This design comes from an exercise in tuning for small area on the open sky130 flow, not from production work.
At most, simulation tests tie the RTL to the original design; equivalence was not proved.
Function not checked in runs 4 and 5: the RTL went through the layout flow alone.
Power is estimated from default activity; no workload was simulated.

--- flow/constraint.sdc ---
create_clock -name core_clock -period 10.0 [get_ports {clk_50MHz}]
set_input_delay 2.0000 -clock core_clock [delete_from_list [all_inputs] [get_ports {clk_50MHz}]]
set_output_delay 2.0000 -clock core_clock [all_outputs]
set_load 0.01 [all_outputs]
--- flow/config.mk ---
export PLATFORM = sky130hd
export DESIGN_NAME = top_park
export DESIGN_NICKNAME = top_park
export VERILOG_FILES = /design/flow/design.v
export SDC_FILE = /design/flow/constraint.sdc
export NUM_CORES = 4
export LEC_CHECK = 0
export ABC_AREA = 1
export CAP_MARGIN = 20
export CORE_MARGIN = 2
export CORE_UTILIZATION = 40
export SLEW_MARGIN = 20
--- flow/design.v ---
module top_park(
    input clk_50MHz,
    input reset,
    input [4:0] token_input,   
    input entry_sensor,
    input exit_sensor,
    input entry_btn_raw,       
    input exit_btn_raw,        
    output reg [6:0] HEX0, HEX1, HEX2, HEX3, HEX4, HEX5,   
    output reg [3:0] state,        
    output reg [4:0] token_code    
);
localparam WAIT        = 4'd0;
localparam ENTRY       = 4'd1;
localparam TOKEN_STATE = 4'd2;
localparam OPEN_ENTRY  = 4'd3;
localparam CLOSE_ENTRY = 4'd4;
localparam EXIT        = 4'd5;
localparam OPEN_EXIT   = 4'd6;
localparam CLOSE_EXIT  = 4'd7;
localparam ERROR_CODE  = 4'd8;
localparam S_0 = 7'b1000000, S_1 = 7'b1111001, S_2 = 7'b0100100, S_3 = 7'b0110000,
           S_4 = 7'b0011001, S_5 = 7'b0010010, S_6 = 7'b0000010, S_7 = 7'b1111000,
           S_8 = 7'b0000000, S_9 = 7'b0010000, S_P = 7'b0001100, S_R = 7'b0101111,
           S_E = 7'b0000110, S_S = 7'b0010010, S_O = 7'b1000000, S_N = 7'b0101011,
           S_C = 7'b1000110, S_L = 7'b1000111, S_T = 7'b0000111, S_BLANK = 7'b1111111;
reg [3:0] div;
wire tick = (div == 4'd7);
always @(posedge clk_50MHz or posedge reset)
    if (reset) div <= 4'd0;
    else       div <= div + 4'd1;
reg btn_low;
wire btn_raw = state[2] ? exit_btn_raw : entry_btn_raw;
always @(posedge clk_50MHz)
    if (div == 4'd2)
        btn_low <= ~btn_raw;
    else if (div == 4'd3 || div == 4'd4 || div == 4'd5)
        btn_low <= btn_low & ~btn_raw;
reg [31:1] used_tok;
reg [2:0]  timer;             
reg [3:0]  slots_used;        
reg [4:0]  lfsr;
wire car_in  = ~entry_sensor;
wire car_out = ~exit_sensor;
wire [4:0] addr = state[0] ? token_input : lfsr;    
wire [31:0] tok_vec = {used_tok, 1'b0};
wire hit = tok_vec[addr];
wire t5 = (timer == 3'd5);
wire exit_go   = btn_low & car_out;
wire store     = (state == CLOSE_ENTRY) & t5;
wire remove    = (state == EXIT) & exit_go & hit;
wire tok_write = tick & (store | remove);
wire tok_clear = (state == WAIT) & (slots_used == 4'd0);
integer i;
always @(posedge clk_50MHz)
    for (i = 1; i < 32; i = i + 1)
        if (tok_clear) used_tok[i] <= 1'b0;
        else if (tok_write && addr == i) used_tok[i] <= ~used_tok[i];
reg [3:0] nstate;
always @(*) begin
    nstate = state;
    case (state)
        WAIT:        if (car_in && slots_used != 4'd9) nstate = ENTRY;
                     else if (car_out && slots_used != 4'd0) nstate = EXIT;
        ENTRY:       if (!car_in) nstate = WAIT;
                     else if (btn_low) nstate = TOKEN_STATE;
        TOKEN_STATE: if (!hit) begin if (timer == 3'd2) nstate = OPEN_ENTRY; end
                     else if (timer == 3'd7) nstate = ERROR_CODE;
        OPEN_ENTRY:  if (t5) nstate = CLOSE_ENTRY;
        CLOSE_ENTRY: if (t5) nstate = WAIT;
        EXIT:        if (exit_go) nstate = hit ? OPEN_EXIT : ERROR_CODE;
                     else if (!car_out) nstate = WAIT;
        OPEN_EXIT:   if (t5) nstate = CLOSE_EXIT;
        CLOSE_EXIT:  if (t5) nstate = WAIT;
        ERROR_CODE:  if (timer == 3'd3) nstate = WAIT;
        default:     nstate = WAIT;
    endcase
end
always @(posedge clk_50MHz)
    if (tick) timer <= (nstate != state) ? 3'd0 : timer + 3'd1;
always @(posedge clk_50MHz or posedge reset) begin
    if (reset) begin
        state      <= WAIT;
        slots_used <= 4'd0;
        lfsr       <= 5'b00001;
        token_code <= 5'b00001;
    end else if (tick) begin
        state <= nstate;
        if (state == ENTRY && car_in && btn_low)
            lfsr <= {lfsr[3:0], lfsr[4] ^ lfsr[2]};
        if (state == TOKEN_STATE && !hit)
            token_code <= lfsr;
        if (store)
            slots_used <= slots_used + 4'd1;
        if (state == CLOSE_EXIT && t5)
            slots_used <= slots_used - 4'd1;
    end
end
function [6:0] seg;
    input [3:0] v;
    case (v)
        4'd0: seg = S_0; 4'd1: seg = S_1; 4'd2: seg = S_2; 4'd3: seg = S_3;
        4'd4: seg = S_4; 4'd5: seg = S_5; 4'd6: seg = S_6; 4'd7: seg = S_7;
        4'd8: seg = S_8; default: seg = S_9;
    endcase
endfunction
always @(*) begin
    case (state)
        WAIT:        {HEX5, HEX4, HEX3, HEX2, HEX1, HEX0} =
                     {S_9, S_BLANK, S_BLANK, seg(4'd9 - slots_used), S_BLANK, seg(slots_used)};
        ENTRY:       {HEX5, HEX4, HEX3, HEX2, HEX1, HEX0} = {S_P, S_R, S_E, S_S, S_S, S_BLANK};
        TOKEN_STATE: {HEX5, HEX4, HEX3, HEX2, HEX1, HEX0} =
                     {S_BLANK, token_code[4] ? S_1 : S_0, token_code[3] ? S_1 : S_0,
                      token_code[2] ? S_1 : S_0, token_code[1] ? S_1 : S_0, token_code[0] ? S_1 : S_0};
        OPEN_ENTRY:  {HEX5, HEX4, HEX3, HEX2, HEX1, HEX0} = {S_O, S_P, S_E, S_N, S_1, S_BLANK};
        CLOSE_ENTRY: {HEX5, HEX4, HEX3, HEX2, HEX1, HEX0} = {S_C, S_L, S_O, S_S, S_E, S_BLANK};
        EXIT:        {HEX5, HEX4, HEX3, HEX2, HEX1, HEX0} = {S_E, S_N, S_T, S_E, S_R, S_BLANK};
        OPEN_EXIT:   {HEX5, HEX4, HEX3, HEX2, HEX1, HEX0} = {S_O, S_P, S_E, S_N, S_2, S_BLANK};
        CLOSE_EXIT:  {HEX5, HEX4, HEX3, HEX2, HEX1, HEX0} = {S_C, S_L, S_O, S_S, S_E, S_BLANK};
        ERROR_CODE:  {HEX5, HEX4, HEX3, HEX2, HEX1, HEX0} = {S_E, S_R, S_R, S_O, S_R, S_BLANK};
        default:     {HEX5, HEX4, HEX3, HEX2, HEX1, HEX0} = {6{S_BLANK}};
    endcase
end
endmodule
--- flow/run.sh ---
#!/bin/bash
# synth_recipe.tcl (not shown) runs the flow's synth.tcl, then flattens the netlist and writes it again
# the make line also repeats each setting of config.mk as NAME=value (left out here)
make -C /OpenROAD-flow-scripts/flow DESIGN_CONFIG=/design/flow/config.mk WORK_HOME=/design/flow/orfs CLKGATE_MAP_FILE= SYNTH_SCRIPT=/design/flow/synth_recipe.tcl finish
==> flow_summary_export.csv, run 1 <==
group,metric,value,unit
status,outcome,"timing/DRC/antenna clean",
sta,tns,0,ps
floorplan,die-area,11400,µm²
clocking,cts_buffers,9,
setup_path,critPathSlowestCell,"dfrtp_1",
sta,hold_viol,0,
setup_path,critPathRequiredTime,8000,ps
setup_path,arrival,3100,ps
sta,rsz0062_at_grt,"false",
global_routing,grt_pass1_vias,3843,
min_path,worstHoldPathCells,2,
clocking,cts_tree,"yes",
floorplan,pin_count,62,
synth,yosysSeqAreaShare,30.6,%
sta,fin_skew,15.7,ps
setup_path,timing.rr.end,"used_tok[17]",
place,post-dp-hpwl,8640,µm
sta,max_freq,196,MHz
setup_path,crit_chain,"nor2_1, inv_1, nor2_1, clkinv_1, nor2_1, o211ai_1, nand3_1, clkdlybuf4s50_1",
place,place.gp.congestion,0.916,
clocking,clk_pin_slew,60,ps
finish,fin_util,49.3,%
sta,finalCritPeriodShare,51.0,%
floorplan,die_w,107,µm
global_routing,grt_use_total,20.6,%
global_routing,antenna_found_initial,0,
global_routing,grt_pass1_wl,18900,µm
synth,syn_nets,675,
route,routed_via_density,4.94,
sta,drv_slew,0,
floorplan,coreArea,10300,µm²
clocking,clock-root-buffer,"clkbuf_8",
power,design_power_total,539,µW
power,leakagePower,0.00224,µW
setup_path,reg2reg_slack,6720,ps
route,routedWlPerCell,13.6,µm
route,ant_nets,0,
clocking,clkLatencyLatePin,340,ps
sta,setup_ws,4900,ps
sta,setup_viol,0,
clocking,post_cts_resized,0,
setup_path,cp-start-kind,"flip-flop",
sta,hold_slack,483,ps
min_path,worstHoldEndpoint,"lfsr[1]",
setup_path,crit_buf_inv,3,
sta,period_minus_slack,5100,ps
setup_path,path_max_fanout,15,
setup_path,cpMostUsedCell,"nor2_1",
synth,postSynthCellCount,645,
min_path,holdCritPathClass,"flip-flop to flip-flop",
route,drt-total-wl,11400,µm
setup_path,rr_worst_depth,10,
synth,ys.flop_type,"dfxtp_1",
setup_path,r2r-start,"state[0]",
synth,yosysWarnings,1,
clocking,cts.sinks,57,
power,peakVddDrop,53.7,µV
synth,synthArstFlopShare,38.6,%
clocking,clockBufferDepth,2,
synth,avgSynthCellArea,6.55,µm²
finish,syn_to_final_growth,20.1,%
run,drv_cap,0,
power,p_per_area,106,nW/µm²
setup_path,end_kind,"output pin",
synth,synthDistinctLibCells,40,
place,io_buffers,61,
route,drc,0,
sta,slew_headroom,35.5,%
clocking,htreeDepth,3,
synth,synth-seq-cells,57,
clocking,cts_post_setup_buffers_inserted,0,
setup_path,critPathKind,"flip-flop to output pin",
route,drt_iter0_drc,335,
floorplan,die_h,107,µm
global_routing,grt_max_degree,32,
place,place_ws,5270,ps
global_routing,gr-total-overflow,0,
finish,fill_cells,1058,
route,num_vias,4142,
finish,drive_gt1_share,6.55,%
floorplan,initial_core_util,41.1,%
min_path,hold_start,"lfsr[1]",
setup_path,critical-path-top-delay-family,"simple AND/OR/NAND/NOR gates",
route,drt_first_pass_iters,5,
sta,worst_pin_slew,963,ps
synth,synth_edf_count,4,
clocking,cts-hold-fix-buffers,0,
setup_path,critPathMaxStageDelay,640,ps
synth,syn-cell-area,4220,µm²
finish,antenna_cells,0,
finish,nets,727,
floorplan,num_rows,37,
metrics by stage:
step | std cells | instance area, µm²
after floorplan | 645 | 4220
after global placement | 822 | 4870
after detailed placement | 822 | 4870
after CTS | 838 | 5070
after global routing | 838 | 5070
final | 838 | 5070
tightest hold or removal path, stage by stage (launching register included):
cell	delay (ps)
dfrtp_1	340
nand2_1	50
o21ai_0	60
report_power, final:
part | total [µW] | internal (µW) | switching (µW)
registers | 233 | 231 | 2.15
logic | 77.3 | 31.9 | 45.4
clock network | 229 | 129 | 99.6
total | 539 | 392 | 147
placed cells by master (no fill, tap or decap), types with 2 or more instances in the layout:
cell type          n
a211oi_1           3
a21oi_1           18
clkbuf_8          11
clkdlybuf4s50_1   61
dfrtp_1           20
dfstp_2            2
dfxtp_1           31
edfxtp_1           4
ha_1              18
inv_1             82
inv_4              2
nand2_1          181
nand2_2           13
nand2_4            4
nand3_1           34
nand3b_1           5
nand4_1           10
nor2_1           106
nor2_2             5
nor3_1             5
o211ai_1           4
o21ai_0           29
o21ai_1            2
xnor2_1            2
xor2_1            31
Yosys cell counts (5+ instances only):
master	number	area share [%]
nand2_1	181	16
nor2_1	107	9.5
inv_1	82	7.3
nand3_1	34	4.0
dfxtp_1	31	15
xor2_1	31	6.4
o21ai_0	29	3.4
dfrtp_1	20	12
a21oi_1	18	2.1
ha_1	18	5.3
nand2_2	13	1.9
nand4_1	10	1.5
clkbuf_1	9	0.80
buf_4	6	1.1
buf_6	6	1.6
nand3b_1	5	0.89
nor3_1	5	0.59
registers in the layout, indices dropped and copies added (netlist names):
register    count
used_tok       31
lfsr            5
token_code      5
div             4
slots_used      4
state           4
timer           3
btn_low         1
cell families (layout without fill, tap and decap cells):
group / after synthesis / count (layout) / synth area share [%]
buffers and inverters: 106 / 163 / 11.1
AO/OA/AOI/OAI: 64 / 64 / 8.57
adder cells (fa/ha/maj): 19 / 19 / 5.81
XOR/XNOR: 33 / 33 / 6.85
flip-flops: 57 / 57 / 30.6
AND/OR/NAND/NOR: 366 / 366 / 37.0
layout make-up:
type / instances / area [µm²] / share of cell area (%)
Clock buffer: 12 / 155 / 3.06
Tap cell: 136 / 170 / 3.36
Timing Repair Buffer: 62 / 618 / 12.2
Inverter: 85 / 322 / 6.34
Multi-Input combinational cell: 482 / 2460 / 48.6
Sequential cell: 57 / 1290 / 25.5
Clock inverter: 4 / 50.0 / 0.987
how the worst max path moves through the flow:
stage | cells past startpoint | to | slack, ps | start
CTS | 8 | HEX2[6] | 4930 | state[0]
global placement | 8 | HEX2[6] | 5270 | state[0]
floorplan | 9 | HEX4[6] | 5960 | state[0]
global route | 7 | HEX2[5] | 4640 | state[0]
detailed placement | 12 | used_tok[17] | 5270 | token_input[4]
finish | 8 | HEX2[6] | 4900 | state[0]
layer usage:
metal / global-route usage [%] / vias to the layer above / part of all wire, % / wire (µm)
met4: 6.22 / 0 / 1.2 / 141
met5: 0 / - / 0 / 0
met2: 31.6 / 140 / 44 / 4960
li1: - / 2105 / - / -
met1: 29.3 / 1884 / 48 / 5500
met3: 4.13 / 13 / 7.0 / 794
==> run 2, diff against run 1 <==
==> flow/flow/run.sh (new file) <==
#!/bin/bash
# Own layout flow: the standard ORFS flow with
#  - an area-oriented ABC mapping script in synthesis (registers untouched),
#  - the smallest buffer (buf_1) for the port buffers,
#  - a small-buffer clock tree without dummy loads.
# Each tool's full output goes to a log file in the work folder.
set -euo pipefail
W=$(pwd)
F=$W/flow

# synthesis: synth_recipe.tcl with only the ABC script replaced
{
  head -1 $W/synth_recipe.tcl
  cat <<EOT
proc abc {args} {
  set i [lsearch \$args -script]
  set args [lreplace \$args \$i [expr {\$i + 1}] -script $F/area.abc]
  yosys abc {*}\$args
}
EOT
  tail -n +2 $W/synth_recipe.tcl
} > $W/area_synth.tcl

ARGS=(
  SYNTH_SCRIPT=$W/area_synth.tcl
  "BUFFER_PORTS_ARGS=-buffer_cell sky130_fd_sc_hd__buf_1"
  "CTS_ARGS=$(cat $F/cts_args)"
)
if [[ -f $F/extra_args ]]; then
  while read -r a; do [[ -n "$a" ]] && ARGS+=("$a"); done < $F/extra_args
fi

bash $W/standard.sh "${ARGS[@]}" synth > $W/flow_synth.log 2>&1
bash $W/standard.sh "${ARGS[@]}" finish > $W/flow_finish.log 2>&1
==> flow/flow/area.abc (new file) <==
strash
dch
amap
topo
==> flow/flow/cts_args (new file) <==
-sink_clustering_enable -repair_clock_nets -buf_list sky130_fd_sc_hd__clkbuf_4 -dont_use_dummy_load
==> flow/flow/extra_args (new file) <==
==> flow/standard.sh (new file) <==
#!/bin/bash
# synth_recipe.tcl (not shown) runs the flow's synth.tcl, then flattens the netlist and writes it again
# the make line also repeats each setting of config.mk as NAME=value (left out here)
make -C /OpenROAD-flow-scripts/flow DESIGN_CONFIG=/design/flow/config.mk WORK_HOME=/design/flow/orfs CLKGATE_MAP_FILE= SYNTH_SCRIPT=/design/flow/synth_recipe.tcl "${@:-finish}"
removed: flow/run.sh
==> flow_summary_export.csv, run 2 <==
group,metric,value,unit
synth,synth_compound_area_share,25.4,%
place,postPlaceCellArea,3840,µm²
clocking,htreeDepth,3,
finish,fill_cells,874,
global_routing,grt_pass1_wl,16000,µm
clocking,cts-hold-fix-buffers,0,
synth,ys_top_cells_by_area,"dfxtp_1 (18%), dfrtp_1 (14%), nor2_1 (7.7%)",
place,place.gp.congestion,0.877,
synth,synthDistinctLibCells,40,
setup_path,critPathRequiredTime,10230,ps
synth,syn_nets,473,
floorplan,num_rows,34,
setup_path,rr_worst_depth,14,
floorplan,coreArea,8590,µm²
finish,drive_gt1_share,3.14,%
power,peakVddDrop,56.6,µV
power,power_frac_comb,16.2,%
setup_path,path_max_fanout,16,
finish,top_regs,"used_tok (31), lfsr (5), token_code (5)",
clocking,cts_post_setup_buffers_inserted,0,
place,io_buffers,61,
synth,synth-xor-area-share,0,%
global_routing,gr-total-overflow,0,
synth,avgSynthCellArea,7.88,µm²
synth,yosysWarnings,1,
synth,syn-cell-area,3490,µm²
power,p_int,294,µW
power,power_switching,125,µW
route,routed_via_density,5.73,
finish,regArea,1290,µm²
setup_path,cp-start-kind,"primary input",
global_routing,antenna_found_initial,0,
synth,yosysSeqAreaShare,37.1,%
synth,yosys.area_share.adder,7.03,%
sta,drv_slew,0,
synth,synth_largest_area_cell,"dfxtp_1",
setup_path,arrival,5830,ps
floorplan,die_w,97.4,µm
synth,synth.top_cell.area_share,17.8,%
synth,postSynthCellCount,443,
power,p_clk_share,27.7,%
clocking,post_cts_resized,0,
finish,nets,542,
route,ant_nets,0,
synth,synth_edf_count,4,
synth,synth_commonest_cells,"nor2_1 (72), clkinv_1 (51), o22ai_1 (39), a211oi_1 (33), nand2_1 (32)",
route,num_vias,3543,
clocking,cts.sinks,57,
power,design_power_total,418,µW
global_routing,grt_max_degree,32,
finish,largest_register,"used_tok",
min_path,holdCritPathClass,"flip-flop to flip-flop",
sta,hold_viol,0,
finish,layout_common_cells,"nor2_1 (72), buf_1 (61), clkinv_1 (51), o22ai_1 (39), a211oi_1 (33)",
finish,largest_reg_flops,31,
clocking,clkLatencyLatePin,420,ps
status,outcome,"timing/DRC/antenna clean",
power,netSwitchingFraction,29.8,%
finish,multi_input_area,1970,µm²
finish,final_common_cell,"nor2_1",
run,drv_cap,0,
sta,rsz0062_at_grt,"false",
sta,max_freq,179,MHz
power,pwr-share-seq,56.1,%
route,drt-total-wl,9670,µm
min_path,worstHoldPathCells,1,
floorplan,die_h,97.4,µm
sta,setup_viol,0,
synth,synth_top_family_by_area,"compound AO/OA/AOI/OAI gates",
synth,synth-simple-area-share,23.7,%
sta,tns,0,ps
clocking,clockBufferDepth,2,
finish,post-route-cell-area,3910,µm²
floorplan,die-area,9490,µm²
global_routing,grt_pass1_vias,3214,
sta,hold_slack,470,ps
clocking,cts_tree,"yes",
synth,synthArstFlopShare,38.6,%
synth,synth-seq-cells,57,
route,drt_first_pass_iters,5,
setup_path,critPathKind,"primary input to flip-flop",
route,drt_iter0_drc,200,
finish,syn_to_final_growth,12.1,%
sta,fin_skew,44.7,ps
setup_path,end_kind,"flip-flop",
route,drc,0,
sta,period_minus_slack,5600,ps
synth,synth_most_common_cell,"nor2_1",
place,post-dp-hpwl,7100,µm
sta,worst_pin_slew,848,ps
floorplan,pin_count,62,
finish,antenna_cells,0,
sta,finalCritPeriodShare,56.0,%
synth,ys.flop_type,"dfxtp_1",
sta,slew_headroom,43.1,%
floorplan,initial_core_util,40.6,%
synth,synth_mux_area_share,0,%
clocking,clk_pin_slew,60,ps
global_routing,grt_use_total,20.8,%
power,leakagePower,0.00139,µW
clocking,clock-root-buffer,"clkbuf_4",
clocking,cts_buffers,9,
route,routedWlPerCell,15.6,µm
power,p_per_area,107,nW/µm²
==> run 2: metal layers <==
| layer | GRT usage [%] | routed length, µm | vias up |
|---|---|---|---|
| li1 | - | - | 1788 |
| met1 | 29.0 | 4650 | 1611 |
| met2 | 31.1 | 4230 | 122 |
| met3 | 3.74 | 523 | 22 |
| met4 | 9.83 | 259 | 0 |
| met5 | 0 | 0 | - |
==> run 2: cell type report <==
| type | instances | share of cell area, % |
|---|---|---|
| Clock buffer | 9 | 1.73 |
| Tap cell | 108 | 3.45 |
| Sequential cell | 57 | 33.1 |
| Multi-Input combinational cell | 329 | 50.4 |
| Timing Repair Buffer | 64 | 6.43 |
| Inverter | 51 | 4.89 |
==> run 2: path summary, 6_finish.rpt <==
path                       slack (ps)  endpoint            from
min                               470    div[3]          div[3]
max reg2reg                      4940  timer[1]        state[0]
min reg2reg                       470    div[3]          div[3]
max                              4400  timer[1]  token_input[0]
max in group asynchronous        7940    div[0]           reset
min in group asynchronous        1600   lfsr[3]           reset
==> run 2: cells by family after synthesis <==
logic type / Yosys count
AOI/OAI and AO/OA: 133
adders and majority gates: 19
buffers and inverters: 57
DFF: 57
and+or+nand+nor: 177
==> run 2: power groups by stage <==
stage	combinational [µW]	clock [µW]	sequential, µW
global route	74.7	133	235
global placement	66.5	0	240
detailed placement	67.1	0	240
CTS	67.3	122	235
floorplan	46.4	0	239
finish	67.7	116	235
==> run 2: critical path, stage by stage <==
cell and delay [ps]:
buf_1 80, o22ai_1 460, clkinv_1 390, nand2_1 470, o22ai_1 140, a21oi_1 160
o22ai_1 90, o32ai_1 610, nor2_1 150, a211oi_1 400, nor2_1 60, a2111oi_0 410
o2111ai_1 260, nor2_1 140
==> run 2: metrics by stage <==
stage               util [%]  worst slack [ps]  instances
floorplan                  -              4600        443
global placement        44.7              4300        609
detailed placement      44.7              4080        609
CTS                     45.5              4470        618
global route            45.5              3960        618
finish                  45.5              4400        618
==> run 3, diff against run 2 <==
--- a/flow/design.v
+++ b/flow/design.v
@@ -43,18 +43,22 @@
 wire car_in  = ~entry_sensor;
 wire car_out = ~exit_sensor;
-wire [4:0] addr = state[0] ? token_input : lfsr;    
-wire [31:0] tok_vec = {used_tok, 1'b0};
-wire hit = tok_vec[addr];
+wire [4:0] addr = state[0] ? token_input : lfsr;
+wire tok_clear = (state == WAIT) & (slots_used == 4'd0);
+wire [3:0] lo = tok_clear ? 4'hf : (4'd1 << addr[1:0]);
+wire [7:0] hi = tok_clear ? 8'hff : (8'd1 << addr[4:2]);
+wire [31:0] dec;
+genvar g;
+generate for (g = 0; g < 32; g = g + 1) begin : dcd
+    assign dec[g] = lo[g % 4] & hi[g / 4];
+end endgenerate
+wire hit = |({used_tok, 1'b0} & dec);
 wire t5 = (timer == 3'd5);
-wire exit_go   = btn_low & car_out;
-wire store     = (state == CLOSE_ENTRY) & t5;
-wire remove    = (state == EXIT) & exit_go & hit;
-wire tok_write = tick & (store | remove);
-wire tok_clear = (state == WAIT) & (slots_used == 4'd0);
+wire exit_go = btn_low & car_out;
+wire store   = (state == CLOSE_ENTRY) & t5;
+wire tok_val = ~tok_clear & (tick & store | hit & ~(tick & (state == EXIT) & exit_go));
 integer i;
 always @(posedge clk_50MHz)
     for (i = 1; i < 32; i = i + 1)
-        if (tok_clear) used_tok[i] <= 1'b0;
-        else if (tok_write && addr == i) used_tok[i] <= ~used_tok[i];
+        if (dec[i]) used_tok[i] <= tok_val;
 reg [3:0] nstate;
 always @(*) begin
==> flow/flow/area.abc (replaced) <==
strash
&get -n
&deepsyn -T 60
&put
dch
amap
topo
==> flow/flow/extra_args (replaced) <==
ADDER_MAP_FILE=
==> flow_summary_export.csv, run 3 <==
group,metric,value,unit
setup_path,cp-start-kind,"flip-flop",
setup_path,timing.rr.end,"used_tok[11]",
sta,drv_slew,0,
synth,yosysWarnings,1,
power,peakVddDrop,78.9,µV
synth,syn-cell-area,2990,µm²
route,routed_via_density,5.37,
place,place.gp.congestion,0.833,
synth,synthDistinctLibCells,31,
sta,rsz0062_at_grt,"false",
setup_path,arrival,3400,ps
synth,synthArstFlopShare,38.6,%
global_routing,gr-total-overflow,0,
finish,final_common_cell,"nor2_1",
floorplan,pin_count,62,
clocking,clockBufferDepth,2,
synth,synth_commonest_cells,"nor2_1 (84), clkinv_1 (48), edfxtp_1 (35), a21oi_1 (26)",
synth,synth-seq-cells,57,
global_routing,grt_max_degree,32,
global_routing,antenna_found_initial,0,
route,ant_nets,0,
synth,yosysSeqAreaShare,53.7,%
synth,synth_top_family_by_area,"compound AO/OA/AOI/OAI gates",
power,leakagePower,0.00115,µW
sta,hold_slack,470,ps
setup_path,crit_buf_inv,2,
synth,ys.flop_type,"edfxtp_1",
sta,finalCritPeriodShare,54.0,%
global_routing,grt_busiest_layer,"met2",
min_path,hold_start,"div[0]",
sta,slew_headroom,32.4,%
floorplan,num_rows,31,
sta,setup_viol,0,
clocking,clkLatencyLatePin,380,ps
synth,synth_edf_count,35,
clocking,cts-hold-fix-buffers,0,
synth,syn_nets,349,
clocking,clock-root-buffer,"clkbuf_4",
clocking,cts.sinks,57,
clocking,clk_pin_slew,90,ps
finish,nets,417,
global_routing,grt_use_met2,29.6,%
synth,avgSynthCellArea,8.84,µm²
setup_path,cpMostUsedCell,"o21ai_0",
setup_path,end_kind,"output pin",
floorplan,die-area,8170,µm²
synth,synth.top_cell.area_share,35.2,%
setup_path,critPathRequiredTime,8000,ps
global_routing,grt_use_total,19.0,%
global_routing,grt_pass1_wl,12300,µm
synth,synth_most_common_cell,"nor2_1",
setup_path,r2r-start,"state[1]",
min_path,holdCritPathClass,"flip-flop to flip-flop",
setup_path,crit_chain,"clkinv_1, nor2_1, nand2_1, o21ai_0, nor2_1, o21ai_0, a21oi_1, o21ai_0, o22ai_1, a21o_1, o21bai_1, buf_1",
finish,largest_reg_flops,31,
route,drt_iter0_drc,135,
setup_path,rr_worst_depth,15,
min_path,worstHoldPathCells,1,
route,num_vias,2701,
floorplan,initial_core_util,41.2,%
floorplan,die_w,90.4,µm
setup_path,critPathSlowestCell,"dfrtp_1",
setup_path,critPathMaxStageDelay,640,ps
clocking,post_cts_resized,0,
synth,yosys.area_share.adder,0,%
setup_path,critPathKind,"flip-flop to output pin",
global_routing,grt_pass1_vias,2564,
route,drt-total-wl,7600,µm
sta,hold_viol,0,
synth,synth-xor-area-share,0,%
finish,fill_cells,722,
setup_path,path_max_fanout,13,
power,p_per_area,184,nW/µm²
route,routedWlPerCell,15.1,µm
sta,worst_pin_slew,1010,ps
synth,synth-simple-area-share,17.7,%
finish,top_regs,"used_tok (31), lfsr (5), token_code (5)",
synth,ys_top_cells_by_area,"edfxtp_1 (35%), dfrtp_1 (17%), nor2_1 (11%)",
sta,fin_skew,35.9,ps
finish,antenna_cells,0,
synth,postSynthCellCount,338,
floorplan,die_h,90.4,µm
global_routing,globalRouteMet1Util,26.3,%
min_path,worstHoldEndpoint,"div[0]",
clocking,cts_post_setup_buffers_inserted,0,
status,outcome,"timing/DRC/antenna clean",
synth,synth_compound_area_share,21.0,%
sta,tns,0,ps
sta,max_freq,185,MHz
clocking,htreeDepth,3,
clocking,cts_tree,"yes",
route,drc,0,
setup_path,critical-path-top-delay-family,"compound AO/OA/AOI/OAI gates",
clocking,cts_buffers,9,
route,drt_first_pass_iters,4,
finish,drive_gt1_share,3.71,%
place,io_buffers,61,
synth,synth_largest_area_cell,"edfxtp_1",
synth,synth_mux_area_share,0,%
finish,syn_to_final_growth,13.4,%
finish,largest_register,"used_tok",
floorplan,coreArea,7250,µm²
run,drv_cap,0,
setup_path,reg2reg_slack,5410,ps
sta,period_minus_slack,5400,ps
finish,layout_common_cells,"nor2_1 (83), buf_1 (61), clkinv_1 (48), edfxtp_1 (35), a21oi_1 (26)",
global_routing,met3_usage,3.67,%
place,post-dp-hpwl,5810,µm
[run 3: changes by cell type after synthesis, moves of 12 or more]
cell / change
dfxtp_1: -31
a211oi_1: -31
o22ai_1: -25
nor4_1: -30
ha_1: -18
edfxtp_1: +31
nand2_1: -12
nor2_1: +12
[run 3: kinds of logic after synthesis]
group / Yosys count
and+or+nand+nor: 128
AOI/OAI and AO/OA: 99
DFF: 57
buffers and inverters: 54
[run 3: worst max-delay path by stage]
stage	slack [ps]	cells after the start	end	from
after global routing	4190	12	HEX2[3]	state[0]
after global placement	4670	14	used_tok[26]	token_input[2]
after detailed placement	4620	16	token_code[2]	token_input[2]
after floorplan	5290	13	used_tok[10]	token_input[2]
after CTS	4570	12	HEX2[3]	state[0]
final	4600	12	HEX2[3]	state[0]
[run 3: per-stage QoR]
step	power, µW	area [µm²]	utilization [%]	worst slack, ps	std cells
after floorplan	450	2990	-	5290	338
final	624	3390	46.7	4600	503
after detailed placement	516	3320	45.7	4620	494
after CTS	628	3390	46.7	4570	503
after global placement	515	3320	45.7	4670	494
after global routing	662	3390	46.7	4190	503
[run 3: worst reg2reg max path: stages, from the launching register on]
cell      delay, ps
dfrtp_1         490
clkinv_1        240
nand2_1         230
clkinv_1        250
nand2_1         270
nor4_2           60
buf_4           190
a21oi_1         560
nor2_1          170
a22o_1          230
a221oi_1        250
nand4_1         130
nor3_1          450
clkinv_1        260
a22oi_1         250
nor2_2          230
[run 3: power by group]
group	total (µW)	leakage, µW	internal (µW)	switching, µW
combinational	217	0.000544	64.6	152
clock	112	0.0000414	41.7	70.5
sequential	295	0.000568	282	12.7
total	624	0.00115	388	236
[run 3: per-layer routing]
layer	up-vias	part of all wire [%]
li1	1335	-
met1	1265	48
met2	93	46
met3	8	5.2
met4	0	1.2
met5	-	0
[run 3: layout make-up]
class / count / area, µm² / area share [%]
repair buffers: 63 / 244 / 7.21
clock buffers: 9 / 67.6 / 2.00
multi-input cells: 227 / 1170 / 34.4
flip-flops and latches: 57 / 1600 / 47.4
inverters: 48 / 180 / 5.32
well taps: 99 / 124 / 3.66
==> run 4, diff against run 3 <==
==> flow/design.v (replaced) <==
module top_park(
    input clk_50MHz,
    input reset,
    input [4:0] token_input,   
    input entry_sensor,
    input exit_sensor,
    input entry_btn_raw,       
    input exit_btn_raw,        
    output reg [6:0] HEX0, HEX1, HEX2, HEX3, HEX4, HEX5,   
    output reg [3:0] state,        
    output reg [4:0] token_code    
);
localparam S_0 = 7'b1000000, S_1 = 7'b1111001, S_2 = 7'b0100100, S_9 = 7'b0010000,
           S_P = 7'b0001100, S_R = 7'b0101111, S_E = 7'b0000110, S_S = 7'b0010010,
           S_O = 7'b1000000, S_N = 7'b0101011, S_C = 7'b1000110, S_L = 7'b1000111,
           S_T = 7'b0000111, S_BLANK = 7'b1111111;
reg [3:0] div;
wire tick = (div == 4'd7);
always @(posedge clk_50MHz or posedge reset)
    if (reset) div <= 4'd0;
    else       div <= div + 4'd1;
wire s3 = state[3], s2 = state[2], s1 = state[1], s0 = state[0];
wire st_wait   = ~s3 & ~s2 & ~s1 & ~s0;
wire st_entry  = ~s2 & ~s1 &  s0;
wire st_token  = ~s2 &  s1 & ~s0;
wire st_close_e =  s2 & ~s1 & ~s0;
wire st_exit   =  s2 & ~s1 &  s0;
reg btn_low;
wire btn_raw = s2 ? exit_btn_raw : entry_btn_raw;
always @(posedge clk_50MHz)
    if (!(div[2] & div[1]))
        btn_low <= ~btn_raw & (btn_low | ~(div[2] | div[0]));
reg [31:1] used_tok;          
reg [2:0]  timer;             
reg [3:0]  slots_used;        
reg [4:0]  lfsr;
wire car_in  = ~entry_sensor;
wire car_out = ~exit_sensor;
wire exit_go = btn_low & car_out;
wire u_zero  = (slots_used == 4'd0);
wire u_full  = slots_used[3] & slots_used[0];     
wire [4:0] addr = s0 ? token_input : lfsr;
wire tok_clear = u_zero & ~s2;
wire [3:0] lo = tok_clear ? 4'hf : (4'd1 << addr[1:0]);
wire [7:0] hi = tok_clear ? 8'hff : (8'd1 << addr[4:2]);
wire [31:0] dec;
genvar g;
generate for (g = 0; g < 32; g = g + 1) begin : dcd
    assign dec[g] = lo[g % 4] & hi[g / 4];
end endgenerate
wire hit = |({used_tok, 1'b0} & dec);
wire tok_val = (hit | st_close_e) & ~(tick & st_exit & exit_go) & ~tok_clear;
integer i;
always @(posedge clk_50MHz)
    for (i = 1; i < 32; i = i + 1)
        if (dec[i]) used_tok[i] <= tok_val;
reg done;
always @(*) begin
    if (s3) done = timer[1] & timer[0];                         
    else case (state[2:0])
        3'd2:    done = hit ? &timer : timer[1];                
        3'd3, 3'd4, 3'd6, 3'd7: done = timer[2] & timer[0];     
        default: done = 1'b1;                                   
    endcase
end
reg [3:0] nstate;
always @(*) begin
    if (s3) nstate = done ? 4'd0 : 4'd8;
    else case (state[2:0])
        3'd0: nstate = (car_in & ~u_full) ? 4'd1 : (car_out & ~u_zero) ? 4'd5 : 4'd0;
        3'd1: nstate = ~car_in ? 4'd0 : btn_low ? 4'd2 : 4'd1;
        3'd2: nstate = ~done ? 4'd2 : hit ? 4'd8 : 4'd3;
        3'd3: nstate = done ? 4'd4 : 4'd3;
        3'd4: nstate = done ? 4'd0 : 4'd4;
        3'd5: nstate = exit_go ? (hit ? 4'd6 : 4'd8) : ~car_out ? 4'd0 : 4'd5;
        3'd6: nstate = done ? 4'd7 : 4'd6;
        3'd7: nstate = done ? 4'd0 : 4'd7;
    endcase
end
always @(posedge clk_50MHz)
    if (tick) timer <= done ? 3'd0 : timer + 3'd1;
wire count = done & s2 & (s1 ~^ s0);     
always @(posedge clk_50MHz or posedge reset) begin
    if (reset) begin
        state      <= 4'd0;
        slots_used <= 4'd0;
        lfsr       <= 5'b00001;
        token_code <= 5'b00001;
    end else if (tick) begin
        state <= nstate;
        if (st_entry & car_in & btn_low)
            lfsr <= {lfsr[3:0], lfsr[4] ^ lfsr[2]};
        if (st_token & ~hit)
            token_code <= lfsr;
        if (count)
            slots_used <= s1 ? slots_used - 4'd1 : slots_used + 4'd1;
    end
end
wire u3 = slots_used[3], u2 = slots_used[2], u1 = slots_used[1], u0 = slots_used[0];
wire [6:0] seg_u = {
    ~u3 & ~u2 & ~u1 | u2 & u1 & u0,
    ~u3 & ~u2 & u0 | ~u2 & u1 | u1 & u0,
    u2 & ~u1 | u0,
    ~u3 & ~u2 & ~u1 & u0 | u2 & ~u1 & ~u0 | u2 & u1 & u0,
    ~u2 & u1 & ~u0,
    u2 & ~u1 & u0 | u2 & u1 & ~u0,
    ~u3 & ~u2 & ~u1 & u0 | u2 & ~u1 & ~u0 };
wire [6:0] seg_a = {
    u3 | ~u2 & u1 & ~u0,
    ~(~u3 & ~u1 | ~u2 & u0),
    u2 & ~u1 | ~u0,
    ~(~u3 & ~u1 & ~u0 | ~u2 & u0 | u2 & u1),
    u2 & u1 & u0,
    ~u2 & u1 & u0 | u2 & ~u1 & ~u0,
    u3 & ~u0 | u2 & ~u1 & u0 };
wire [4:0] t = token_code;
always @(*) begin
    if (s3) {HEX5, HEX4, HEX3, HEX2, HEX1, HEX0} = {S_E, S_R, S_R, S_O, S_R, S_BLANK};
    else case (state[2:0])
        3'd0: {HEX5, HEX4, HEX3, HEX2, HEX1, HEX0} = {S_9, S_BLANK, S_BLANK, seg_a, S_BLANK, seg_u};
        3'd1: {HEX5, HEX4, HEX3, HEX2, HEX1, HEX0} = {S_P, S_R, S_E, S_S, S_S, S_BLANK};
        3'd2: {HEX5, HEX4, HEX3, HEX2, HEX1, HEX0} = {S_BLANK,
                  1'b1, t[4], t[4], t[4], 2'b00, t[4],
                  1'b1, t[3], t[3], t[3], 2'b00, t[3],
                  1'b1, t[2], t[2], t[2], 2'b00, t[2],
                  1'b1, t[1], t[1], t[1], 2'b00, t[1],
                  1'b1, t[0], t[0], t[0], 2'b00, t[0]};
        3'd3: {HEX5, HEX4, HEX3, HEX2, HEX1, HEX0} = {S_O, S_P, S_E, S_N, S_1, S_BLANK};
        3'd4: {HEX5, HEX4, HEX3, HEX2, HEX1, HEX0} = {S_C, S_L, S_O, S_S, S_E, S_BLANK};
        3'd5: {HEX5, HEX4, HEX3, HEX2, HEX1, HEX0} = {S_E, S_N, S_T, S_E, S_R, S_BLANK};
        3'd6: {HEX5, HEX4, HEX3, HEX2, HEX1, HEX0} = {S_O, S_P, S_E, S_N, S_2, S_BLANK};
        3'd7: {HEX5, HEX4, HEX3, HEX2, HEX1, HEX0} = {S_C, S_L, S_O, S_S, S_E, S_BLANK};
    endcase
end
endmodule
==> flow/flow/cts_args (replaced) <==
-sink_clustering_enable -sink_clustering_size 60 -sink_clustering_max_diameter 300 -buf_list sky130_fd_sc_hd__clkbuf_16 -root_buf sky130_fd_sc_hd__clkbuf_16 -dont_use_dummy_load -repair_clock_nets
==> flow_summary_export.csv, run 4 <==
group,metric,value,unit
status,outcome,"timing/DRC/antenna clean",
sta,max_freq,164,MHz
floorplan,initial_core_util,41.2,%
finish,antenna_cells,0,
global_routing,grt_max_degree,32,
power,p_clk_share,48.7,%
finish,largest_register,"used_tok",
place,io_buffers,61,
place,postPlaceCellArea,3290,µm²
floorplan,die_w,90.4,µm
run,drv_cap,0,
sta,hold_viol,0,
synth,ys.flop_type,"edfxtp_1",
place,place_inst,494,
synth,synth_largest_area_cell,"edfxtp_1",
clocking,clockBufferDepth,2,
finish,layout_common_cells,"nor2_1 (95), buf_1 (61), clkinv_1 (45), edfxtp_1 (35), nand2_1 (25)",
floorplan,die-area,8180,µm²
synth,yosysWarnings,1,
setup_path,cpMostUsedCell,"clkinv_1",
synth,synthArstFlopShare,38.6,%
global_routing,antenna_found_initial,0,
clocking,cts_tree,"yes",
setup_path,critPathRequiredTime,8000,ps
clocking,cts_buffers,9,
global_routing,grt_pass1_wl,11900,µm
clocking,cts_post_setup_buffers_inserted,0,
sta,fin_skew,15.1,ps
setup_path,critPathSlowestCell,"dfrtp_1",
synth,avgSynthCellArea,8.71,µm²
synth,ys_top_cells_by_area,"edfxtp_1 (35%), dfrtp_1 (17%), nor2_1 (12%)",
power,peakVddDrop,99.0,µV
floorplan,num_rows,31,
setup_path,critPathKind,"flip-flop to output pin",
place,place_ws,4300,ps
power,pwr-share-seq,50.2,%
power,netSwitchingFraction,18.1,%
floorplan,pin_count,62,
setup_path,cp-start-kind,"flip-flop",
finish,largest_reg_flops,31,
finish,final_common_cell,"nor2_1",
place,post-dp-hpwl,5510,µm
power,design_power_total,496,µW
setup_path,crit_buf_inv,5,
finish,fill_cells,723,
clocking,cts-hold-fix-buffers,0,
setup_path,critPathMaxStageDelay,660,ps
synth,synth_most_common_cell,"nor2_1",
sta,finalCritPeriodShare,60.9,%
synth,synthDistinctLibCells,32,
clocking,cts.sinks,57,
setup_path,reg2reg_slack,5320,ps
sta,slew_headroom,46.2,%
route,drt-total-wl,7380,µm
place,place.gp.congestion,0.865,
power,power_frac_comb,1.1,%
global_routing,grt_use_total,18.5,%
route,routedWlPerCell,14.6,µm
route,drt_iter0_drc,154,
power,p_int,406,µW
sta,drv_slew,0,
route,ant_nets,0,
route,drt_first_pass_iters,5,
finish,top_regs,"used_tok (31), lfsr (5), token_code (5)",
setup_path,arrival,4090,ps
synth,synth.top_cell.area_share,35.2,%
power,p_per_area,141,nW/µm²
min_path,holdCritPathClass,"flip-flop to flip-flop",
route,drc,0,
clocking,post_cts_resized,0,
sta,rsz0062_at_grt,"false",
power,leakagePower,0.00112,µW
floorplan,die_h,90.4,µm
sta,worst_pin_slew,802,ps
synth,synth_commonest_cells,"nor2_1 (95), clkinv_1 (45), edfxtp_1 (35), nand2_1 (25)",
setup_path,end_kind,"output pin",
synth,yosysSeqAreaShare,53.7,%
setup_path,critical-path-top-delay-family,"simple AND/OR/NAND/NOR gates",
clocking,clk_pin_slew,50,ps
global_routing,gr-total-overflow,0,
finish,drive_gt1_share,3.46,%
sta,setup_viol,0,
sta,setup_ws,3910,ps
sta,period_minus_slack,6090,ps
route,num_vias,2612,
global_routing,grt_pass1_vias,2394,
synth,synth_edf_count,35,
route,routed_via_density,5.18,
finish,syn_to_final_growth,17.9,%
finish,fin_cells,504,
clocking,clock-root-buffer,"clkbuf_16",
sta,tns,0,ps
clocking,clkLatencyLatePin,320,ps
finish,post-route-cell-area,3520,µm²
power,power_switching,90.0,µW
finish,nets,418,
synth,syn_nets,354,
synth,synth-seq-cells,57,
synth,syn-cell-area,2990,µm²
setup_path,crit_chain,"clkinv_1, nor2_1, nor3_1, nor3_1, clkinv_1, a21oi_1, clkinv_1, nor2_1, clkinv_1, a22o_1, nor2_1, o21a_1, o21a_1, buf_1",
setup_path,path_max_fanout,13,
synth,postSynthCellCount,343,
floorplan,coreArea,7250,µm²
clocking,htreeDepth,3,
==> run 4: layout make-up <==
| class | instances | area [µm²] | share of cell area, % |
|---|---|---|---|
| Sequential cell | 57 | 1600 | 45.5 |
| Timing Repair Buffer | 63 | 248 | 7.03 |
| Tap cell | 99 | 124 | 3.52 |
| Clock buffer | 9 | 225 | 6.39 |
| Inverter | 45 | 169 | 4.80 |
| Multi-Input combinational cell | 231 | 1150 | 32.7 |
==> run 4: metrics by stage <==
stage               hold WS (ps)  utilization (%)
floorplan                    446                -
global placement             467             45.3
detailed placement           476             45.3
CTS                          491             48.4
global route                 532             48.6
finish                       492             48.6
==> run 4: worst paths after layout <==
kind / start / depth (start not counted) / endpoint
setup / recovery: state[0] / 14 / HEX2[3]
hold / removal: div[3] / 2 / div[3]
setup reg to reg: state[0] / 19 / slots_used[3]
hold reg to reg: div[3] / 2 / div[3]
max in group asynchronous: reset / 2 / token_code[4]
min in group asynchronous: reset / 2 / div[2]
==> run 4: kinds of logic after synthesis <==
kind of cell           Yosys count  share of synthesized area [%]
and+or+nand+nor                151                           21.0
AOI/OAI and AO/OA               80                           17.2
DFF                             57                           53.7
buffers and inverters           55                           8.17
==> run 4: power groups by stage <==
stage	combinational, µW	clock [µW]	sequential, µW
detailed placement	5.38	0	253
finish	5.26	242	249
global placement	5.26	0	253
global route	6.15	254	249
CTS	5.38	247	249
floorplan	2.43	0	253
==> run 4: worst min-delay path, cell delays in order, from the launching register on <==
cell	delay, ps
dfrtp_1	350
nand2_1	50
nand2_1	50
==> run 4: per-layer routing <==
layer	share of wire (%)	wire length, µm	vias up	track usage (%)
li1	-	-	1314	-
met1	50	3690	1215	26.3
met2	44	3230	71	27.5
met3	4.9	361	12	4.84
met4	1.3	97	0	5.90
met5	0	0	-	0
==> run 5, diff against run 4 <==
==> flow/flow/cts_args (replaced) <==
-sink_clustering_enable -sink_clustering_size 30 -sink_clustering_max_diameter 100 -buf_list sky130_fd_sc_hd__clkbuf_8 -dont_use_dummy_load -repair_clock_nets
==> flow_summary_export.csv, run 5 <==
group,metric,value,unit
clocking,htreeDepth,3,
setup_path,critPathKind,"flip-flop to output pin",
synth,syn-cell-area,2990,µm²
synth,ys.flop_type,"edfxtp_1",
route,drt_first_pass_iters,5,
sta,drv_slew,0,
floorplan,die_h,90.4,µm
floorplan,pin_count,62,
setup_path,cp-start-kind,"flip-flop",
finish,nets,418,
sta,period_minus_slack,6110,ps
synth,synth.top_cell.area_share,35.2,%
power,power_switching,79.8,µW
global_routing,grt_use_total,18.5,%
setup_path,critical-path-top-delay-family,"simple AND/OR/NAND/NOR gates",
clocking,cts_buffers,9,
finish,regArea,1600,µm²
clocking,clock-root-buffer,"clkbuf_8",
power,power_frac_comb,1.3,%
power,design_power_total,409,µW
setup_path,path_max_fanout,13,
floorplan,die-area,8180,µm²
global_routing,antenna_found_initial,0,
sta,fin_skew,22.5,ps
min_path,worstHoldPathCells,2,
power,p_int,329,µW
route,drc,0,
sta,max_freq,164,MHz
place,io_buffers,61,
global_routing,grt_max_degree,32,
synth,ys_top_cells_by_area,"edfxtp_1 (35%), dfrtp_1 (17%), nor2_1 (12%)",
setup_path,critPathSlowestCell,"dfrtp_1",
finish,fill_cells,729,
clocking,post_cts_resized,0,
setup_path,cpMostUsedCell,"clkinv_1",
global_routing,grt_pass1_wl,11900,µm
place,post-dp-hpwl,5510,µm
route,num_vias,2612,
sta,slew_headroom,46.1,%
route,routed_via_density,5.18,
sta,finalCritPeriodShare,61.1,%
finish,largest_reg_flops,31,
sta,setup_ws,3890,ps
power,peakVddDrop,70.6,µV
synth,synth-seq-cells,57,
global_routing,grt_pass1_vias,2380,
place,postPlaceCellArea,3290,µm²
finish,drive_gt1_share,3.46,%
synth,synthDistinctLibCells,32,
floorplan,initial_core_util,41.2,%
setup_path,critPathMaxStageDelay,660,ps
power,netSwitchingFraction,19.5,%
synth,synth_edf_count,35,
clocking,clk_pin_slew,60,ps
min_path,hold_start,"div[3]",
setup_path,r2r-start,"state[0]",
power,leakagePower,0.00108,µW
floorplan,die_w,90.4,µm
synth,avgSynthCellArea,8.71,µm²
floorplan,coreArea,7250,µm²
route,routedWlPerCell,14.5,µm
finish,final_common_cell,"nor2_1",
setup_path,end_kind,"output pin",
setup_path,timing.rr.end,"slots_used[3]",
clocking,cts_tree,"yes",
clocking,cts_post_setup_buffers_inserted,0,
finish,multi_input_area,1150,µm²
route,drt-total-wl,7330,µm
synth,yosysWarnings,1,
global_routing,gr-total-overflow,0,
clocking,clkLatencyLatePin,340,ps
finish,largest_register,"used_tok",
finish,post-route-cell-area,3420,µm²
synth,synth_largest_area_cell,"edfxtp_1",
sta,setup_viol,0,
place,place_ws,4300,ps
run,drv_cap,0,
setup_path,critPathRequiredTime,8000,ps
finish,syn_to_final_growth,14.5,%
route,ant_nets,0,
setup_path,arrival,4110,ps
synth,postSynthCellCount,343,
synth,syn_nets,354,
synth,synth_most_common_cell,"nor2_1",
floorplan,num_rows,31,
setup_path,reg2reg_slack,5330,ps
sta,tns,0,ps
place,place.gp.congestion,0.865,
finish,antenna_cells,0,
sta,hold_viol,0,
min_path,holdCritPathClass,"flip-flop to flip-flop",
status,outcome,"timing/DRC/antenna clean",
clocking,cts.sinks,57,
setup_path,crit_buf_inv,5,
min_path,worstHoldEndpoint,"div[3]",
power,p_clk_share,38.0,%
finish,top_regs,"used_tok (31), lfsr (5), token_code (5)",
sta,rsz0062_at_grt,"false",
clocking,cts-hold-fix-buffers,0,
finish,layout_common_cells,"nor2_1 (95), buf_1 (61), clkinv_1 (45), edfxtp_1 (35), nand2_1 (25)",
setup_path,rr_worst_depth,19,
sta,worst_pin_slew,804,ps
synth,synthArstFlopShare,38.6,%
power,pwr-share-seq,60.8,%
synth,synth_commonest_cells,"nor2_1 (95), clkinv_1 (45), edfxtp_1 (35), nand2_1 (25)",
synth,yosysSeqAreaShare,53.7,%
clocking,clockBufferDepth,2,
route,drt_iter0_drc,186,
setup_path,crit_chain,"clkinv_1, nor2_1, nor3_1, nor3_1, clkinv_1, a21oi_1, clkinv_1, nor2_1, clkinv_1, a22o_1, nor2_1, o21a_1, o21a_1, buf_1",
power,p_per_area,120,nW/µm²
setup_path,crit_cells,14,
## run 5: cell counts after synthesis
No cell type changed its count.
## run 5: stage by stage
step                      cells  util (%)  hold WS [ps]
after floorplan             343         -           446
after global placement      494      45.3           467
after detailed placement    494      45.3           476
after CTS                   503      47.0           495
after global routing        504      47.2           536
final                       504      47.2           497
## run 5: cell families (layout without fill, tap and decap cells)
group / count (synthesis) / count (layout) / synth area share (%)
simple gates: 151 / 151 / 21.0
compound gates: 80 / 80 / 17.2
flops: 57 / 57 / 53.7
buf+inv: 55 / 117 / 8.17
## run 5: power groups by stage
stage	combinational, µW	clock [µW]	sequential, µW
floorplan	2.43	0	253
global placement	5.26	0	253
detailed placement	5.38	0	253
CTS	5.38	161	249
global route	6.15	169	248
finish	5.27	155	249
## run 5: cell type report
cell class / instances / share of cell area [%]
clock buffers: 9 / 3.62
flip-flops and latches: 57 / 46.9
inverters: 45 / 4.94
well taps: 99 / 3.62
multi-input cells: 231 / 33.7
repair buffers: 63 / 7.24
## run 5: worst max-delay path by stage
stage | startpoint | endpoint | slack, ps
final | state[0] | HEX2[3] | 3890
after global routing | state[0] | HEX2[3] | 3450
after CTS | state[0] | HEX2[3] | 3920
after detailed placement | state[0] | HEX2[3] | 4300
after global placement | state[0] | HEX2[3] | 4220
after floorplan | state[0] | HEX2[3] | 4920
## run 5: tightest hold or removal path, delay by kind of cell, from the launching register on
family / cells / cell delay [ps]
DFF: 1 / 360
and+or+nand+nor: 2 / 100
## run 5: layer usage
metal / global-route usage [%] / wire length, µm
met5: 0 / 0
met1: 26.3 / 3670
met3: 6.09 / 386
met4: 4.74 / 68
met2: 27.3 / 3210
==> run 6, diff against run 5 <==
--- a/flow/design.v
+++ b/flow/design.v
@@ -29,6 +29,5 @@
 wire btn_raw = s2 ? exit_btn_raw : entry_btn_raw;
 always @(posedge clk_50MHz)
-    if (!(div[2] & div[1]))
-        btn_low <= ~btn_raw & (btn_low | ~(div[2] | div[0]));
+    btn_low <= (btn_low | ~(div[2] | div[0])) & (~btn_raw | (div[2] & div[1]));
 reg [31:1] used_tok;          
 reg [2:0]  timer;             
@@ -79,5 +78,5 @@
 end
 always @(posedge clk_50MHz)
-    if (tick) timer <= done ? 3'd0 : timer + 3'd1;
+    timer <= (tick & done) ? 3'd0 : timer + {2'b00, tick};
 wire count = done & s2 & (s1 ~^ s0);     
 always @(posedge clk_50MHz or posedge reset) begin
==> flow/flow/run.sh (replaced) <==
#!/bin/bash
# Own layout flow: the standard ORFS flow (standard.sh) with
#  - synthesis: synth_recipe.tcl unchanged except the ABC mapping step, which
#    tries the area-oriented scripts area*.abc and keeps the smallest result
#    (ABC only maps combinational logic; registers are untouched);
#  - no adder extraction (ADDER_MAP_FILE empty), left to ABC;
#  - the smallest buffer (buf_1) for the port buffers;
#  - a clock tree of small buffers without dummy loads (cts_args).
# Each tool's full output goes to a log file in the work folder.
set -euo pipefail
W=$(pwd)
F=$W/flow

{
  head -1 $W/synth_recipe.tcl
  cat <<EOT
proc abc {args} {
  set i [lsearch \$args -script]
  set base [lreplace \$args \$i [expr {\$i + 1}]]
  set libs {}
  foreach k [lsearch -all \$args -liberty] { lappend libs -liberty [lindex \$args [expr {\$k + 1}]] }
  yosys design -save pre_abc
  set best ""
  foreach sc [lsort [glob $F/area*.abc]] {
    yosys design -load pre_abc
    yosys abc -script \$sc {*}\$base
    set out [tee -q -s result.string stat {*}\$libs]
    if {![regexp {Chip area for module '[^']*': ([0-9.]+)} \$out -> a]} { set a 1e9 }
    puts "ABC script \$sc: area \$a"
    if {\$best eq "" || \$a < \$best} { set best \$a; yosys design -save best_abc }
  }
  yosys design -load best_abc
  puts "ABC best area \$best"
}
EOT
  tail -n +2 $W/synth_recipe.tcl
} > $W/area_synth.tcl

ARGS=(
  SYNTH_SCRIPT=$W/area_synth.tcl
  ADDER_MAP_FILE=
  "BUFFER_PORTS_ARGS=-buffer_cell sky130_fd_sc_hd__buf_1"
  "CTS_ARGS=$(cat $F/cts_args)"
)

bash $W/standard.sh "${ARGS[@]}" synth > $W/flow_synth.log 2>&1
bash $W/standard.sh "${ARGS[@]}" finish > $W/flow_finish.log 2>&1
==> flow/flow/area0.abc (new file) <==
strash
dch
amap
topo
==> flow/flow/area1.abc (new file) <==
strash
&get -n
&deepsyn -T 40 -S 1
&put
dch
amap
topo
==> flow/flow/area11.abc (new file) <==
strash
&get -n
&deepsyn -T 40 -S 11
&put
dch
amap
topo
==> flow/flow/area3.abc (new file) <==
strash
&get -n
&deepsyn -T 40 -S 3
&put
dch
amap
topo
==> flow/flow/area7.abc (new file) <==
strash
&get -n
&deepsyn -T 40 -S 7
&put
dch
amap
topo
==> flow/flow/cts_args (replaced) <==
-sink_clustering_enable -repair_clock_nets -buf_list sky130_fd_sc_hd__clkbuf_4 -dont_use_dummy_load
removed: flow/flow/area.abc
removed: flow/flow/extra_args
==> flow_summary_export.csv, run 6 <==
group,metric,value,unit
status,outcome,"timing/DRC/antenna clean",
min_path,holdCritPathClass,"flip-flop to flip-flop",
min_path,worstHoldPathCells,2,
synth,synth_largest_area_cell,"edfxtp_1",
floorplan,die_w,89.3,µm
sta,hold_viol,0,
synth,ys.flop_type,"edfxtp_1",
synth,synth_most_common_cell,"nor2_1",
route,routedWlPerCell,14.9,µm
floorplan,pin_count,62,
setup_path,arrival,3630,ps
clocking,clockBufferDepth,2,
place,place.gp.congestion,0.877,
synth,synth_edf_count,31,
setup_path,path_max_fanout,10,
finish,final_common_cell,"nor2_1",
clocking,clock-root-buffer,"clkbuf_4",
sta,period_minus_slack,5630,ps
min_path,hold_start,"div[3]",
clocking,clk_pin_slew,70,ps
place,place_inst,485,
setup_path,r2r-start,"state[0]",
power,netSwitchingFraction,20.4,%
synth,synth-seq-cells,57,
run,drv_cap,0,
clocking,cts.sinks,57,
global_routing,gr-total-overflow,0,
finish,drive_gt1_share,3.29,%
finish,fin_cells,494,
clocking,htreeDepth,3,
floorplan,num_rows,31,
clocking,cts_post_setup_buffers_inserted,0,
synth,synthArstFlopShare,38.6,%
synth,synthDistinctLibCells,28,
synth,synth_commonest_cells,"nor2_1 (82), clkinv_1 (42), edfxtp_1 (31), nand2_1 (28)",
floorplan,initial_core_util,40.8,%
setup_path,critPathRequiredTime,8000,ps
place,place_ws,4310,ps
synth,synth.top_cell.area_share,32.0,%
global_routing,grt_pass1_wl,11600,µm
clocking,cts_buffers,9,
setup_path,cp-start-kind,"flip-flop",
power,pwr-share-seq,67.7,%
power,leakagePower,0.00104,µW
floorplan,coreArea,7140,µm²
power,p_int,289,µW
finish,nets,408,
finish,syn_to_final_growth,12.3,%
synth,yosysSeqAreaShare,53.7,%
finish,fill_cells,726,
place,io_buffers,61,
route,ant_nets,0,
setup_path,critPathKind,"flip-flop to output pin",
sta,worst_pin_slew,832,ps
route,drt_iter0_drc,186,
synth,postSynthCellCount,334,
global_routing,grt_max_degree,32,
synth,ys_top_cells_by_area,"edfxtp_1 (32%), dfrtp_1 (17%), nor2_1 (11%)",
route,drc,0,
synth,syn-cell-area,2910,µm²
synth,yosysWarnings,1,
synth,syn_nets,345,
finish,regArea,1560,µm²
setup_path,timing.rr.end,"slots_used[3]",
finish,multi_input_area,1120,µm²
sta,setup_ws,4370,ps
global_routing,grt_pass1_vias,2348,
global_routing,antenna_found_initial,0,
route,drt_first_pass_iters,4,
finish,antenna_cells,0,
clocking,post_cts_resized,0,
finish,largest_register,"used_tok",
sta,drv_slew,0,
sta,setup_viol,0,
floorplan,die_h,89.3,µm
sta,fin_skew,31.5,ps
finish,layout_common_cells,"nor2_1 (82), buf_1 (61), clkinv_1 (42), edfxtp_1 (31), nand2_1 (28)",
route,drt-total-wl,7340,µm
power,peakVddDrop,52.6,µV
finish,top_regs,"used_tok (31), lfsr (5), token_code (5)",
route,num_vias,2598,
power,p_per_area,111,nW/µm²
power,p_clk_share,31.0,%
place,post-dp-hpwl,5540,µm
sta,max_freq,178,MHz
sta,slew_headroom,44.2,%
sta,tns,0,ps
clocking,clkLatencyLatePin,390,ps
min_path,worstHoldEndpoint,"div[3]",
floorplan,die-area,7970,µm²
clocking,cts-hold-fix-buffers,0,
setup_path,rr_worst_depth,17,
finish,largest_reg_flops,31,
route,routed_via_density,5.26,
global_routing,grt_use_total,19.1,%
power,power_frac_comb,1.3,%
setup_path,reg2reg_slack,5330,ps
sta,finalCritPeriodShare,56.3,%
clocking,cts_tree,"yes",
setup_path,end_kind,"output pin",
synth,avgSynthCellArea,8.71,µm²
power,power_switching,74.1,µW
sta,rsz0062_at_grt,"false",
[run 6: cell types whose count changed after synthesis, sizes merged, moves of 2 or more]
cell and change:
nor2 -13, o22ai +5, a31oi +4, dfxtp +4, edfxtp -4, a221oi -3, clkinv -3, nand2 +3
or3 -3, a211oi -2, nand3 +2
[run 6: final cells by class]
type	instances	share of cell area, %
timing repair buffer	62	7.24
multi-input combinational	225	34.2
sequential	57	47.9
tap	99	3.79
inverter	42	4.82
clock buffer	9	2.07
[run 6: critical path: stages, from the launching register on]
cell and delay (ps):
dfrtp_1 540, clkinv_1 340, nor2_1 240, clkinv_1 160, nand3_1 150, nand2_1 80, nor2_1 190, nor2_1 110
o21ai_0 200, clkinv_1 200, nor2_1 210, o21ai_0 190, nor2_1 210, o21a_1 170, o21a_1 110, buf_1 140
[run 6: per-layer routing]
metal | wire (µm) | vias to the layer above | GRT usage, %
met5 | 0 | - | 0
met4 | 95 | 0 | 6.65
met3 | 324 | 8 | 3.88
met2 | 3480 | 58 | 29.0
met1 | 3440 | 1242 | 27.4
li1 | - | 1290 | -
[run 6: how the worst max path moves through the flow]
stage                   startpoint  slack [ps]  cells past startpoint             to
floorplan           token_input[3]        5100                     15  slots_used[3]
global placement    token_input[3]        4350                     17  slots_used[3]
detailed placement  token_input[3]        4310                     17  slots_used[3]
CTS                       state[0]        4360                     15        HEX2[3]
global route              state[0]        3900                     15        HEX2[3]
finish                    state[0]        4370                     15        HEX2[3]
[run 6: power groups by stage]
stage          sequential, µW  combinational [µW]  clock [µW]
2_1_floorplan             251                2.33           0
3_3_place_gp              251                4.71           0
3_5_place_dp              251                4.80           0
4_1_cts                   246                4.84         117
5_1_grt                   246                5.47         126
6_report                  246                4.70         112
[run 6: cell families after synthesis]
logic type / after synthesis / share of synthesized area [%]
buffers and inverters: 52 / 8.00
DFF: 57 / 53.7
AOI/OAI and AO/OA: 86 / 18.6
and+or+nand+nor: 139 / 19.7
[run 6: stage by stage]
| stage | area [µm²] | utilization [%] | total power [µW] | hold slack, ps |
|---|---|---|---|---|
| final | 3270 | 45.8 | 363 | 481 |
| after detailed placement | 3200 | 44.8 | 256 | 463 |
| after floorplan | 2910 | - | 253 | 441 |
| after global placement | 3200 | 44.8 | 256 | 461 |
| after global routing | 3270 | 45.8 | 377 | 501 |
| after CTS | 3270 | 45.8 | 368 | 484 |

what the ideal ports hide:
Ports are ideal in the flow. The routed layouts listed here were re-timed in OpenROAD.
Step 1: set_driving_cell puts a clkbuf_16 on clk_50MHz and a buf_2 on each other input, an assumption about the parent block.
Step 2 times the ports against the registers' clock, not the clock port: input delays grow and output delays shrink by t, the midpoint of the rising clock arrivals with the driver on.
Slacks: no drivers / after step 1 / after step 2; pairs: no drivers / after step 1.
| run | t (ns) | slack for setup (ns) | latest minus earliest clock arrival (ns) | slew at the worst register clock pin (ns) | pins driven straight from the clock port |
|---|---|---|---|---|---|
| run 1 | 0.367 | 4.904 / 4.869 / 5.200 | 0.016 / 0.016 | 0.08 / 0.08 | 1 |
| run 2 | 0.423 | 4.401 / 4.410 / 3.987 | 0.044 / 0.044 | 0.11 / 0.11 | 1 |
| run 3 | 0.390 | 4.598 / 4.572 / 4.590 | 0.036 / 0.036 | 0.09 / 0.09 | 1 |
| run 4 | 0.348 | 3.914 / 3.882 / 4.229 | 0.015 / 0.015 | 0.05 / 0.05 | 1 |
| run 5 | 0.356 | 3.894 / 3.867 / 4.223 | 0.023 / 0.023 | 0.06 / 0.06 | 1 |
| run 6 | 0.397 | 4.372 / 4.345 / 4.224 | 0.031 / 0.031 | 0.10 / 0.10 | 1 |
After both steps every run listed still meets setup and hold. The setup slack of run 2, which loses most, moves by +0.009 ns with the drivers and by -0.414 ns with both steps.
